What follows belongs to an exercise in optimizing a design on an open flow for a short achievable clock period and few clock cycles; a production flow would make more cautious choices. Only simulation tests tie the RTL to the original design; equivalence was not proved. Power is estimated from default activity; no workload was simulated.

`config.mk`:
```
export PLATFORM = sky130hd
export DESIGN_NAME = y86_seq
export DESIGN_NICKNAME = y86_seq
export VERILOG_FILES = /design/flow/design.v
export SDC_FILE = /design/flow/constraint.sdc
export NUM_CORES = 4
export LEC_CHECK = 0
export CAP_MARGIN = 20
export CORE_MARGIN = 2
export CORE_UTILIZATION = 30
export SLEW_MARGIN = 20
```
`constraint.sdc`:
```
create_clock -name core_clock -period 47.0 [get_ports {clk}]
set_input_delay 9.4000 -clock core_clock [delete_from_list [all_inputs] [get_ports {clk}]]
set_output_delay 9.4000 -clock core_clock [all_outputs]
set_load 0.01 [all_outputs]
```
`design.v`:
```
`timescale 1ns/1ps
module ADD_1(sum, carry, a,b, cin);
    input signed a,b, cin;
    output signed sum;
    output carry;
    wire p1, p2, p3, p4, p5;
    xor xg1(sum, a, b, cin);
    and ag1(p2, a, b);
    and ag2(p3, b, cin);
    and ag3(p4, a, cin);
    or og1(carry, p2, p3, p4);
endmodule
`timescale 1ns/1ps
module ADD_64(sum, carry, a,b);
    parameter n = 64;
    input signed [n-1:0] a,b;
    output signed [n-1:0] sum, carry;
    genvar i;
    generate  
        for(i = 0; i<n; i = i+1)
        begin
            if(i == 0)
                begin
                    ADD_1 f(sum[0], carry[0], a[0], b[0], 1'b0);
                end
            else
                begin
                    ADD_1 f(sum[i], carry[i], a[i], b[i], carry[i-1]);
                end
        end    
    endgenerate
endmodule
`timescale 1ns/1ps
module NOT_64(out, a);
    parameter n = 64;
    input signed[n-1:0] a;
    output signed[n-1:0] out;
    genvar i ;
    generate  
        for(i = 0; i<n; i =  i + 1)
        begin
            not n1(out[i], a[i]);
        end    
    endgenerate
endmodule
`timescale 1ns/1ps
module SUB_64(diff, a,b);
    parameter n = 64;
    input signed[n-1:0] a,b;
    output signed[n-1:0] diff;
    wire signed[n-1: 0] b1;  
    wire signed[n-1: 0] b2;  
    wire signed[n-1: 0] dummy;  
    wire signed[n-1: 0] dummy2;
    NOT_64 g1(b1, b);  
    ADD_64 g2(b2, dummy, b1, 64'b1);  
    ADD_64 g3(diff , dummy2, a, b2);  
endmodule
`timescale 1ns/1ps
module AND_64(out, a, b);
    parameter n = 64;
    input signed [n-1:0] a,b;
    output signed [n-1:0] out;
    genvar i;
    generate  
        for(i = 0; i<n; i = i+1)
        begin
                    and f(out[i], a[i], b[i]);
        end    
    endgenerate
endmodule
`timescale 1ns/1ps
module XOR_64(out, a,b);
    parameter n = 64;
    input signed[n-1:0] a,b;
    output signed[n-1:0] out;
    genvar i;
    generate  
        for(i = 0; i<n; i = i+1)
        begin
            xor f(out[i], a[i], b[i]);
        end    
    endgenerate
endmodule
`timescale 1ns/1ps
module wrapper(result, carry, x, y, control);
    parameter n = 64;
    input signed[n-1:0] x, y;
    input signed[2:0] control;
    output signed[n-1:0] result, carry;
    wire signed[n-1:0] result1, result2, result3, result4;
    reg signed[n-1:0] net;
    ADD_64 g1(result1, carry, x,y);   
    SUB_64 g2(result2, x,y); 
    AND_64 g3(result3, x,y);
    XOR_64 g4(result4, x,y);
    always @(*)
    begin
        case(control)  
            0: net = result1;
            1: net = result2;
            2: net = result3;
            default: net = result4;  
        endcase
    end 
    assign result = net;  
endmodule
`timescale 1ns/1ps
module fetch(PC, instr, icode, ifun, rA, rB, valC, valP, instr_valid, halt);
    parameter n = 64;
    input [n-1:0] PC;
    input [0:79] instr;  
    output reg [3:0] icode, ifun;
    output reg [3:0] rA, rB;
    output reg [n-1:0] valC;
    output reg [n-1:0] valP;
    output reg instr_valid;
    output reg halt;
    always @(*)
    begin
            instr_valid = 1;
            halt = 0;
            icode = instr[0:3];
            ifun = instr[4:7];
            rA = 4'hF;
            rB = 4'hF;
            valC = 0;
            valP = PC + 1;
            case(icode)
                0: begin  
                    halt = 1;
                    valP = PC + 1;
                end
                1: begin  
                    valP = PC + 1;
                end
                2: begin  
                    rA = instr[8:11];
                    rB = instr[12:15];
                    valP = PC + 2;
                end
                3: begin  
                    rA = instr[8:11];
                    rB = instr[12:15];
                    valC = instr[16:79];
                    valP = PC + 10;
                end
                4: begin  
                    rA = instr[8:11];
                    rB = instr[12:15];
                    valC = instr[16:79];
                    valP = PC + 10;
                end
                5: begin  
                    rA = instr[8:11];
                    rB = instr[12:15];
                    valC = instr[16:79];
                    valP = PC + 10;
                end
                6: begin  
                    rA = instr[8:11];
                    rB = instr[12:15];
                    valP = PC + 2;
                end
                7: begin  
                    valC = instr[8:71];
                    valP = PC + 9;
                end
                8: begin  
                    valC = instr[8:71];
                    valP = PC + 9;
                end
                9: begin  
                    valP = PC + 1;
                end
                10: begin  
                    rA = instr[8:11];
                    rB = instr[12:15];
                    valP = PC + 2;
                end
                11: begin  
                    rA = instr[8:11];
                    rB = instr[12:15];
                    valP = PC + 2;
                end
                default: begin  
                    instr_valid = 0;
                end
            endcase
    end
endmodule
`timescale 1ns/1ps
module decode_writeback(clk, wen, icode, rA, rB, cnd, valE, valM, valA, valB);
    parameter n = 64;
    input clk;
    input wen;  
    input [3:0] icode;
    input [3:0] rA;
    input [3:0] rB;
    input cnd;
    input [n-1:0] valE, valM;
    output [n-1:0] valA;
    output [n-1:0] valB;
    reg [n-1:0] reg_data[0:14];  
    reg [3:0] srcA, srcB, dstE, dstM;
    always @(*)
    begin
        srcA = 4'hF;
        srcB = 4'hF;
        dstE = 4'hF;
        dstM = 4'hF;
        case (icode)
                2: begin  
                    srcA = rA;
                    if (cnd)
                        dstE = rB;
                end
                3: begin  
                    dstE = rB;
                end
                4: begin  
                    srcA = rA;
                    srcB = rB;
                end
                5: begin  
                    srcB = rB;
                    dstM = rA;
                end
                6: begin  
                    srcA = rA;
                    srcB = rB;
                    dstE = rB;
                end
                8: begin  
                    srcB = 4;  
                    dstE = 4;
                end
                9: begin  
                    srcA = 4;
                    srcB = 4;  
                    dstE = 4;
                end
                10: begin  
                    srcA = rA;
                    srcB = 4;  
                    dstE = 4;
                end
                11: begin  
                    srcA = 4;
                    srcB = 4;  
                    dstE = 4;
                    dstM = rA;
                end
                default: begin
                end
            endcase
    end
    assign valA = (srcA == 4'hF) ? {n{1'b0}} : reg_data[srcA];
    assign valB = (srcB == 4'hF) ? {n{1'b0}} : reg_data[srcB];
    always @ (posedge clk)
    begin
        if (wen)
        begin
            if (dstE != 4'hF)
                reg_data[dstE] <= valE;
            if (dstM != 4'hF)
                reg_data[dstM] <= valM;
        end
    end
endmodule
`timescale 1ns/1ps
module execute(clk, rst, wen, icode, ifun, valA, valB, valC, valE, cnd);
    input clk;
    input rst;
    input wen;  
    input [3:0] icode;
    input [3:0] ifun;
    input signed [63:0] valA;
    input signed [63:0] valB;
    input signed [63:0] valC;
    output signed [63:0] valE;
    output reg cnd;
    wire [63:0] carry;
    reg signed [63:0] aluA, aluB;
    reg [2:0] alufun;
    reg ZF, SF, OF;  
    wrapper m1(valE, carry, aluB, aluA, alufun);
    always @(*)
    begin
        aluA = 0;
        aluB = 0;
        alufun = 3'd0;
        case (icode)
            2: aluA = valA;  
            3: aluA = valC;  
            4: begin aluA = valC; aluB = valB; end  
            5: begin aluA = valC; aluB = valB; end  
            6: begin aluA = valA; aluB = valB; alufun = {1'b0, ifun[1:0]}; end  
            8: begin aluA = -64'sd8; aluB = valB; end  
            9: begin aluA = 64'sd8; aluB = valB; end  
            10: begin aluA = -64'sd8; aluB = valB; end  
            11: begin aluA = 64'sd8; aluB = valB; end  
            default: begin end
        endcase
    end
    always @(posedge clk)
    begin
        if (rst)
        begin
            ZF <= 1'b1;
            SF <= 1'b0;
            OF <= 1'b0;
        end
        else if (wen && icode == 6)
        begin
            ZF <= (valE == 0);
            SF <= valE[63];
            case (ifun[1:0])
                0: OF <= (aluA[63] == aluB[63]) && (valE[63] != aluA[63]);  
                1: OF <= (aluA[63] != aluB[63]) && (valE[63] != aluB[63]);  
                default: OF <= 1'b0;  
            endcase
        end
    end
    always @(*)
    begin
        case (ifun)
            0: cnd = 1'b1;                
            1: cnd = (SF ^ OF) | ZF;      
            2: cnd = (SF ^ OF);           
            3: cnd = ZF;                  
            4: cnd = ~ZF;                 
            5: cnd = ~(SF ^ OF);          
            6: cnd = ~(SF ^ OF) & ~ZF;    
            default: cnd = 1'b0;
        endcase
    end
endmodule
`timescale 1ps/1ps
module memory(icode, valA, valE, valP, mem_addr, mem_data, mem_write);
    parameter n = 64;
    input [3:0] icode;
    input [n-1:0] valA, valE, valP;
    output reg [n-1:0] mem_addr;
    output reg [n-1:0] mem_data;
    output reg mem_write;
    always @(*)
    begin
        mem_addr = valE;
        mem_data = valA;
        mem_write = 0;
        case(icode)
            4: begin  
                mem_write = 1;
            end
            8: begin  
                mem_data = valP;
                mem_write = 1;
            end
            9: begin  
                mem_addr = valA;
            end
            10: begin  
                mem_write = 1;
            end
            11: begin  
                mem_addr = valA;
            end
            default: begin
            end
        endcase
    end
endmodule
`timescale 1ps/1ps
module PCupdate(icode, valP, valC, valM, cnd, PC_new);
    parameter n = 64;
    input cnd;
    input [3:0] icode;
    input [n-1:0] valP, valC, valM;
    output reg [n-1:0] PC_new;
    always @(*)
    begin
        case(icode)
            7: begin  
                if (cnd == 1)
                begin
                    PC_new = valC;
                end
                else
                begin
                    PC_new = valP;
                end
            end
            8: begin  
                PC_new = valC;
            end
            9: begin  
                PC_new = valM;
            end
            default: begin  
                PC_new = valP;
            end
        endcase
    end
endmodule
`timescale 1ps/1ps
module y86_seq(clk, rst, imem_addr, imem_data, dmem_addr, dmem_wdata, dmem_we, dmem_rdata, stat);
    parameter n = 64;
    input clk;
    input rst;                    
    output [n-1:0] imem_addr;
    input [79:0] imem_data;       
    output [n-1:0] dmem_addr;
    output [n-1:0] dmem_wdata;
    output dmem_we;
    input [n-1:0] dmem_rdata;
    output [1:0] stat;            
    reg [n-1:0] PC;
    reg [1:0] stat_r;
    wire [3:0] icode, ifun, rA, rB;
    wire [n-1:0] valC, valP, valA, valB, valE, valM, PC_new;
    wire instr_valid, halt, cnd;
    wire mem_write;
    wire wen = (stat_r == 2'd0) && instr_valid && !halt && !rst;
    fetch m1(
        .PC(PC),
        .instr(imem_data),
        .icode(icode),
        .ifun(ifun),
        .rA(rA),
        .rB(rB),
        .valC(valC),
        .valP(valP),
        .instr_valid(instr_valid),
        .halt(halt));
    decode_writeback m2(
        .clk(clk),
        .wen(wen),
        .icode(icode),
        .rA(rA),
        .rB(rB),
        .cnd(cnd),
        .valE(valE),
        .valM(valM),
        .valA(valA),
        .valB(valB));
    execute m3(
        .clk(clk),
        .rst(rst),
        .wen(wen),
        .icode(icode),
        .ifun(ifun),
        .valA(valA),
        .valB(valB),
        .valC(valC),
        .valE(valE),
        .cnd(cnd));
    memory m4(
        .icode(icode),
        .valA(valA),
        .valE(valE),
        .valP(valP),
        .mem_addr(dmem_addr),
        .mem_data(dmem_wdata),
        .mem_write(mem_write));
    assign valM = dmem_rdata;
    PCupdate m5(
        .icode(icode),
        .valP(valP),
        .valC(valC),
        .valM(valM),
        .cnd(cnd),
        .PC_new(PC_new));
    always @(posedge clk)
    begin
        if (rst)
        begin
            PC <= 0;
            stat_r <= 2'd0;
        end
        else if (stat_r == 2'd0)
        begin
            if (!instr_valid)
                stat_r <= 2'd2;
            else if (halt)
                stat_r <= 2'd1;
            else
                PC <= PC_new;
        end
    end
    assign imem_addr = PC;
    assign dmem_we = wen && mem_write;
    assign stat = stat_r;
endmodule
```
`run.sh`:
```
#!/bin/bash
# synth_recipe.tcl (not shown) runs the flow's synth.tcl, then flattens the netlist and writes it again
# the make line also repeats each setting of config.mk as NAME=value (left out here)
make -C /OpenROAD-flow-scripts/flow DESIGN_CONFIG=/design/flow/config.mk WORK_HOME=/design/flow/orfs CLKGATE_MAP_FILE= SYNTH_SCRIPT=/design/flow/synth_recipe.tcl finish
```
==> tab_implementation.tex <==
\begin{tabular}{lr}
\hline
Metric & Value \\
\hline
\multicolumn{2}{l}{\textbf{Status}} \\
\quad Result of the run & complete, no violations \\
\multicolumn{2}{l}{\textbf{Global route}} \\
\quad Wire length of the first global-routing pass & roughly 500 mm \\
\quad Number of global-route vias before repair & roughly 65000 \\
\quad Maximum number of pins on one net before global-route repair & between 100 and 150 \\
\quad Antenna violations before repair & 26 \\
\quad Overflow left after global routing & 0 \\
\quad Global router's overall resource usage & 29.10\% \\
\multicolumn{2}{l}{\textbf{Detailed routing}} \\
\quad DR DRC count & 0 \\
\quad Number of optimization iterations in the first detailed-route pass & 9 \\
\quad Routed WL per cell & approximately 32 µm \\
\quad Detail-routed via count per cell & approximately 6.2 \\
\quad Number of violations reported at the end of detailed-routing iteration 0 & about 11000 \\
\quad Total Wirelength & roughly 360 mm \\
\quad Count of antenna-violating nets left after detailed routing & 0 \\
\quad Via Count & between 60000 and 70000 \\
\multicolumn{2}{l}{\textbf{STA}} \\
\quad Tightest Pin Transition & 1.319 ns \\
\quad Highest Clock Rate & roughly 22 MHz \\
\quad Final setup fails & 0 \\
\quad Fin crit period & approximately 46 ns \\
\quad Total count of max-transition violations in the final report & 0 \\
\quad Part of the cycle the worst path needs & a little over nine tenths \\
\quad RSZ-0062 raised after global routing & no \\
\quad Final Hold Fails & 0 \\
\quad Worst setup skew after layout & roughly 0.052 ns \\
\quad Rel. slew slack & between 10\% and 20\% \\
\quad Worst-case setup margin in the final layout & 0.6724 ns \\
\multicolumn{2}{l}{\textbf{Setup path}} \\
\quad Master of the slowest instance on the critical path & clkdlybuf4s50\_1 \\
\quad Nature of the critical path startpoint & input pin \\
\quad Type of element capturing the critical path & output port \\
\quad Longest individual stage delay on the worst path & between 0.5 and 0.6 ns \\
\quad Critical setup path kind & in2out \\
\quad Largest fanout of any net on the critical path & 12 \\
\quad Critical Path Most Common Cell & fa\_1 \\
\quad Worst Path Arrival & roughly 37 ns \\
\quad Critical Path RT & roughly 38 ns \\
\multicolumn{2}{l}{\textbf{Synthesis}} \\
\quad Ys async rst share & 0\% \\
\quad Count of unique library cells instantiated by Yosys & 86 \\
\quad Most used flip-flop cell after synthesis & edfxtp\_1 \\
\quad Area share of the leading cell type in the synthesized netlist & 41.23\% \\
\quad Net count of the mapped netlist & approximately 8500 \\
\quad Cell Area, Synth & 69920 µm² \\
\quad Syn avg cell area & slightly below 9 µm² \\
\quad Post-synth EDFFs & 960 \\
\quad Synth top area cells & edfxtp\_1 41\%, a21oi\_1 7.2\%, nand2\_1 6.8\% \\
\quad Number of flip-flops and latches in the synthesized netlist & about 1000 \\
\quad Synthesis warning total & 7 \\
\quad Synth area leader & edfxtp\_1 \\
\quad Number of instances in the synthesized netlist & between 8000 and 9000 \\
\quad Part of the Yosys area used for sequential elements & around 43\% \\
\multicolumn{2}{l}{\textbf{Floorplanning}} \\
\quad Chip Height & a little under 500 µm \\
\quad Top-Level Pins & between 300 and 400 \\
\quad DIE AREA & $\sim$240000 µm² \\
\quad \# rows & roughly 180 \\
\quad Floorplan core area & 232100 µm² \\
\quad Overall die width & approximately 490 µm \\
\quad Starting Density & a little under a third \\
\multicolumn{2}{l}{\textbf{Power and ir drop}} \\
\quad Switching power & 1052 µW \\
\quad Total power after layout & around 3000 µW \\
\quad Cell Pwr Density & between 30 and 40 nW/µm² \\
\quad Maximum VDD drop & around 0.031 mV \\
\quad Part of the total power dissipated in the clock network & 30.0\% \\
\quad Fraction of power consumed by sequential logic & between 30\% and 40\% \\
\quad Sw Ratio & between 30\% and 40\% \\
\quad Leakage power & about 0.029 µW \\
\quad Combinational power share & between 30\% and 40\% \\
\quad Internal Pwr Total & approximately 1900 µW \\
\multicolumn{2}{l}{\textbf{Clocking}} \\
\quad Clock H-tree levels & 3 \\
\quad Clock buffer depth & 3 \\
\quad Cell at the root of the clock tree & clkbuf\_16 \\
\quad Clock sink total & between 1000 and 1500 \\
\quad Latest clock arrival within the worst-skew pair & approximately 0.80 ns \\
\quad CTS tree & built \\
\quad Register clock-pin slew on the reported worst setup and hold paths & 0.06 ns \\
\quad Number of CTS-inserted buffers & about 110 \\
\multicolumn{2}{l}{\textbf{Finish}} \\
\quad Nets@finish & approximately 8500 \\
\quad Signed area change from the synthesized netlist to the final layout & 16.11\% \\
\quad Fraction of final layout cells sized beyond drive strength 1 & under 10\% \\
\multicolumn{2}{l}{\textbf{Place}} \\
\quad Dpl hpwl & 241.0 mm \\
\quad Placement-stage worst setup slack & -1.757 ns \\
\quad Count of buffers inserted at the top-level ports & 340 \\
\quad Placer congestion estimate & 1.013 \\
\multicolumn{2}{l}{\textbf{Flow run}} \\
\quad Maximum Capacitance Violations & 0 \\
\multicolumn{2}{l}{\textbf{Worst hold path}} \\
\quad Classification of the worst-slack hold path & reg2reg \\
\hline
\end{tabular}
==> sequential cells by signal, summed over array words and instances, names as in the netlist <==
signal,cells
m2.reg_data,960
stat_r,2
m3.ZF,1
m3.OF,1
PC,64
m3.SF,1
==> power groups by stage <==
stage / Clock [µW] / Combinational [µW] / Sequential (µW)
floorplan: 0 / 510 / 1130
global placement: 0 / 895 / 1130
detailed placement: 0 / 915 / 1130
CTS: 891 / 922 / 1110
global route: 922 / 1020 / 1120
finish: 892 / 962 / 1120
==> layout make-up <==
| type | instances | area (µm²) |
|---|---|---|
| fill | 23392 | 150900 |
| multi-input combinational | 6077 | 36770 |
| sequential | 1029 | 30210 |
| timing repair buffer | 742 | 6555 |
| tap | 3043 | 3807 |
| clock buffer | 128 | 2778 |
| clock inverter | 68 | 683.2 |
| inverter | 95 | 359.1 |
| antenna | 9 | 22.52 |
==> cells in the final DEF (no fill, tap or decap), drive strengths merged, types with 15 or more instances in the layout <==
cell / count
xnor2: 46
nand4: 28
xor2: 26
a22oi: 116
nor4: 19
edfxtp: 960
o22ai: 57
inv: 99
nor2: 911
a31oi: 132
buf: 413
o2111ai: 52
mux2i: 306
fa: 122
a21oi: 1017
a21o: 121
nand3: 50
a221o: 147
clkdlybuf4s50: 325
a211oi: 22
o221a: 18
a221oi: 170
o211ai: 57
ha: 130
o221ai: 15
nand2: 1272
nor3: 85
and3: 30
o21ai: 966
clkbuf: 128
clkinv: 47
dfxtp: 69
==> timing repair <==
item                                    in CTS  in global routing
pin swaps                                    7                  9
hold buffers                                 0                  0
cloned                                       0                  0
buffers inserted                             2                  3
endpoints found under the setup margin       5                  4
gates resized for setup                     49                 37
==> worst max-delay path, delay by kind of cell <==
family                   cells  cell delay, ns
adder cells (fa/ha/maj)     62           23.45
buffers and inverters       12            2.24
AO/OA/AOI/OAI                7            1.28
AND/OR/NAND/NOR              5            0.40
XOR/XNOR                     1            0.14
==> Yosys cell counts, drive strengths merged (130+ instances only) <==
| cell | n |
|---|---|
| a21oi | 1017 |
| a221o | 147 |
| a221oi | 170 |
| a31oi | 132 |
| buf | 227 |
| clkbuf | 658 |
| edfxtp | 960 |
| ha | 130 |
| mux2i | 306 |
| nand2 | 1272 |
| nor2 | 911 |
| o21ai | 966 |
==> per-layer routing <==
layer | share of wire, % | up-vias | wire length, µm | global-route usage [%]
met5 | 0.020 | - | 73 | 0
met1 | 36 | 33455 | 130000 | 36.45
met4 | 6.6 | 12 | 23860 | 16.62
met2 | 43 | 5679 | 153700 | 44.10
li1 | - | 29426 | - | -
met3 | 14 | 1132 | 52010 | 9.179
==> worst paths after layout <==
path | slack, ns | depth (start not counted) | end | startpoint
max | 0.67 | 87 | dmem_addr[63] | imem_data[79]
min reg2reg | 0.48 | 2 | m3.SF | m3.SF
max reg2reg | 18.92 | 78 | m3.ZF | m2.reg_data[14][1]
min | 0.48 | 2 | m3.SF | m3.SF
==> cell families (layout without fill, tap and decap cells) <==
kind of cell	count (synthesis)	in the layout	share of synthesized area (%)
AO/OA/AOI/OAI	2967	2967	25.83
AND/OR/NAND/NOR	2466	2466	14.19
other	0	9	0
buffers and inverters	980	1033	5.449
adder cells (fa/ha/maj)	253	253	5.834
XOR/XNOR	72	72	0.9019
flip-flops	1029	1029	43.21
multiplexers	319	319	4.590
==> through the flow <==
stage | util [%] | hold WS [ns] | std cells | cell area (µm²) | TNS, ns
CTS | 34.89 | 0.4758 | 11175 | 80980 | 0
detailed placement | 33.34 | 0.4677 | 10977 | 77380 | -5.418
floorplan | - | 0.4523 | 8086 | 69920 | 0
global route | 34.97 | 0.5300 | 11188 | 81170 | 0
finish | 34.98 | 0.4783 | 11191 | 81180 | 0
global placement | 33.34 | 0.4629 | 10977 | 77370 | -4.788
Testbench counts, summed over its fixed seeds: cycles 25,738.

==> what the ideal ports hide <==
How much do the figures lean on ideal ports? The routed layout below was timed once more, with nothing changed but the port constraints. Step 1 (the two cells are an assumption about what drives the block):
set clk [get_ports {clk}]
set_driving_cell -lib_cell sky130_fd_sc_hd__clkbuf_16 $clk
set_driving_cell -lib_cell sky130_fd_sc_hd__buf_2 [delete_from_list [all_inputs] $clk]
Step 2 moves the port delays by t, midway between the first and last clock arrival at a register: inputs arrive t later, outputs are due t later. That takes back most of the time a late clock gives input paths. Slacks: ideal / step 1 / step 2; pairs: ideal / step 1.
shift t [ns]: 0.867
setup WS [ns]: 0.672 / 0.623 / 0.623
hold WS [ns]: 0.478 / 0.478 / 0.478
After both steps this run still meets setup and hold. For this run, drivers alone change the setup slack by -0.049 ns; drivers and shift together by -0.049 ns.
